What follows belongs to an exercise in optimizing a design on an open flow for small area, a short achievable clock period and few clock cycles; a production flow would make more cautious choices.
In this exercise RTL edits were held to simulation tests only and were not proved equivalent to the original.
Power figures rest on the tool's default switching activity, not on a simulated workload.

## the baseline
==> flow/design.v (excerpt) <==
module LMFE ( clk, reset, Din, in_en, busy, out_valid, Dout, mem_cen, mem_wen, mem_addr, mem_d, mem_q);
clock: 6.0 ns
lec_check: 0
cap_margin: 20
core_margin: 2
core_utilization: 40
cts_buf_list: sky130_fd_sc_hd__clkbuf_16
cts_cluster_diameter: 60
cts_cluster_size: 30
setup_slack_margin: 3.45
slew_margin: 20
standard.sh (not shown) runs the stock make flow with config.mk's settings and CLKGATE_MAP_FILE= SYNTH_SCRIPT=/design/flow/synth_recipe.tcl, a recipe that flattens the netlist after the stock synthesis.
==> flow/flow/run.sh <==
#!/bin/bash
# The standard layout (the standard.sh, unchanged synthesis script and
# settings from config.mk), with two changes to how cells are chosen:
# - ADDER_MAP_FILE is empty, so ORFS's synth.tcl skips extract_fa and ABC maps
#   the adder trees from plain gates (faster than sky130 fa_1 cells);
# - every input and output port still gets its own buffer, but a buf_4
#   instead of the clkdlybuf4s50_1 delay cell buffer_ports picks by default.
# Registers are unaffected.
set -euo pipefail
export ADDER_MAP_FILE=
export BUFFER_PORTS_ARGS="-buffer_cell sky130_fd_sc_hd__buf_4"
bash standard.sh > standard.log 2>&1
The baseline reached the final stage; the timing, DRC and antenna checks on its layout passed.
Testbench counts of the baseline, summed over its fixed seeds: cycles 1,381,296.
What the candidate does differently from the baseline at the input level:
# the baseline
export LEC_CHECK = 0
export CAP_MARGIN = 20
export CORE_MARGIN = 2
export CORE_UTILIZATION = 40
export CTS_BUF_LIST = sky130_fd_sc_hd__clkbuf_16
export CTS_CLUSTER_DIAMETER = 60
export CTS_CLUSTER_SIZE = 30
export SETUP_SLACK_MARGIN = 3.45
export SLEW_MARGIN = 20
create_clock -name core_clock -period 6.0 [get_ports {clk}]
# the candidate
export LEC_CHECK = 0
export CAP_MARGIN = 20
export CORE_MARGIN = 2
export CORE_UTILIZATION = 30
export CTS_BUF_LIST = sky130_fd_sc_hd__clkbuf_16
export CTS_CLUSTER_DIAMETER = 60
export CTS_CLUSTER_SIZE = 30
export SETUP_SLACK_MARGIN = 3.3
export SLEW_MARGIN = 20
create_clock -name core_clock -period 6.0 [get_ports {clk}]
==> flow/flow/run.sh <==
#!/bin/bash
# The standard layout (the standard.sh, unchanged synthesis script and
# settings from config.mk), except that Yosys does not extract full-adder
# cells: with ADDER_MAP_FILE empty, ORFS's synth.tcl skips extract_fa, so ABC
# maps the adder trees from plain gates (faster than sky130 fa_1 cells).
# Registers are unaffected.
set -euo pipefail
export ADDER_MAP_FILE=
bash standard.sh > standard.log 2>&1
### Flow results
- The candidate finished every stage and its layout cleared the timing, DRC and antenna checks.
- Going from the baseline to the candidate, share of the clock period used by the worst path after layout went up, setup slack shrank by 0.040 ns, worst path arrival time grew by 0.04 ns, final area fell by 0.76%, final wirelength down 4.0%.

---

run 1:
Another version of the RTL of LMFE (not shown whole).
For scale: ~1,700 cells after synthesis, roughly 49 I/O pins.
clock: 6.0 ns
lec_check: 0
cap_margin: 20
core_margin: 2
core_utilization: 40
cts_buf_list: sky130_fd_sc_hd__clkbuf_16
cts_cluster_diameter: 60
cts_cluster_size: 30
setup_slack_margin: 3.4
slew_margin: 20
==> flow/flow/run.sh <==
#!/bin/bash
# The standard layout (the standard.sh, unchanged synthesis script and
# settings from config.mk), except that Yosys does not extract full-adder
# cells: with ADDER_MAP_FILE empty, ORFS's synth.tcl skips extract_fa, so ABC
# maps the adder trees from plain gates (faster than sky130 fa_1 cells).
# Registers are unaffected.
set -euo pipefail
export ADDER_MAP_FILE=
bash standard.sh > standard.log 2>&1
Run 1 ended with every stage complete and zero timing, DRC or antenna violations.
Testbench counts of run 1, summed over its fixed seeds: cycles 1,381,296.
Input-level comparison between run 2 and run 1:
# run 1
export LEC_CHECK = 0
export CAP_MARGIN = 20
export CORE_MARGIN = 2
export CORE_UTILIZATION = 40
export CTS_BUF_LIST = sky130_fd_sc_hd__clkbuf_16
export CTS_CLUSTER_DIAMETER = 60
export CTS_CLUSTER_SIZE = 30
export SETUP_SLACK_MARGIN = 3.4
export SLEW_MARGIN = 20
create_clock -name core_clock -period 6.0 [get_ports {clk}]
# run 2
export LEC_CHECK = 0
export ABC_CLOCK_PERIOD_IN_PS = 2500
export CAP_MARGIN = 20
export CORE_MARGIN = 2
export CORE_UTILIZATION = 40
export CTS_BUF_LIST = sky130_fd_sc_hd__clkbuf_16
export CTS_CLUSTER_DIAMETER = 60
export CTS_CLUSTER_SIZE = 30
export SETUP_SLACK_MARGIN = 3.1
export SLEW_MARGIN = 20
create_clock -name core_clock -period 6.0 [get_ports {clk}]
### Flow results
- Run 1 and run 2 ended up with nearly the same routing usage on met2.
- Share of the clock period used by the worst path is higher on run 1
- On count of non-CTS buffers in the layout, the lower figure sits with run 2, not run 1.
- As far as relative contribution of combinational cells to total power is concerned, run 2 and run 1 perform about the same.
- The final layouts of run 1 and run 2 pass the timing, DRC and antenna checks.

==> afterwards: timing with drivers on the ports <==
In the flow no input, the clock included, has a driving cell. The finished layouts below were timed again as built, in two steps. Step 1 sets driving cells, clkbuf_16 on the clock port and buf_2 on the other inputs (assumed; they add their load-dependent delay and slew). Step 2, shift: input delay + t, output delay - t, t = (earliest + latest rising clock arrival at the registers) / 2. This alone moves slack from input paths to output paths. Slacks: ideal ports / drivers / drivers and shift; pairs: ideal ports / drivers.
run | t, ns | setup slack, ns | hold slack, ns | pins driven straight from the clock port
the baseline | 0.639 | 3.355 / 3.355 / 3.086 | 0.314 / 0.314 / 0.314 | 1
the candidate | 0.635 | 3.315 / 3.285 / 2.818 | 0.322 / 0.322 / 0.322 | 1
run 1 | 0.635 | 2.996 / 2.996 / 2.877 | 0.312 / 0.312 / 0.312 | 1
run 2 | 0.638 | 3.082 / 3.082 / 2.823 | 0.301 / 0.301 / 0.301 | 1
After both steps setup and hold are still met in every run listed. The setup slack of the candidate, which loses most, moves by -0.030 ns with the drivers and by -0.497 ns with both steps.
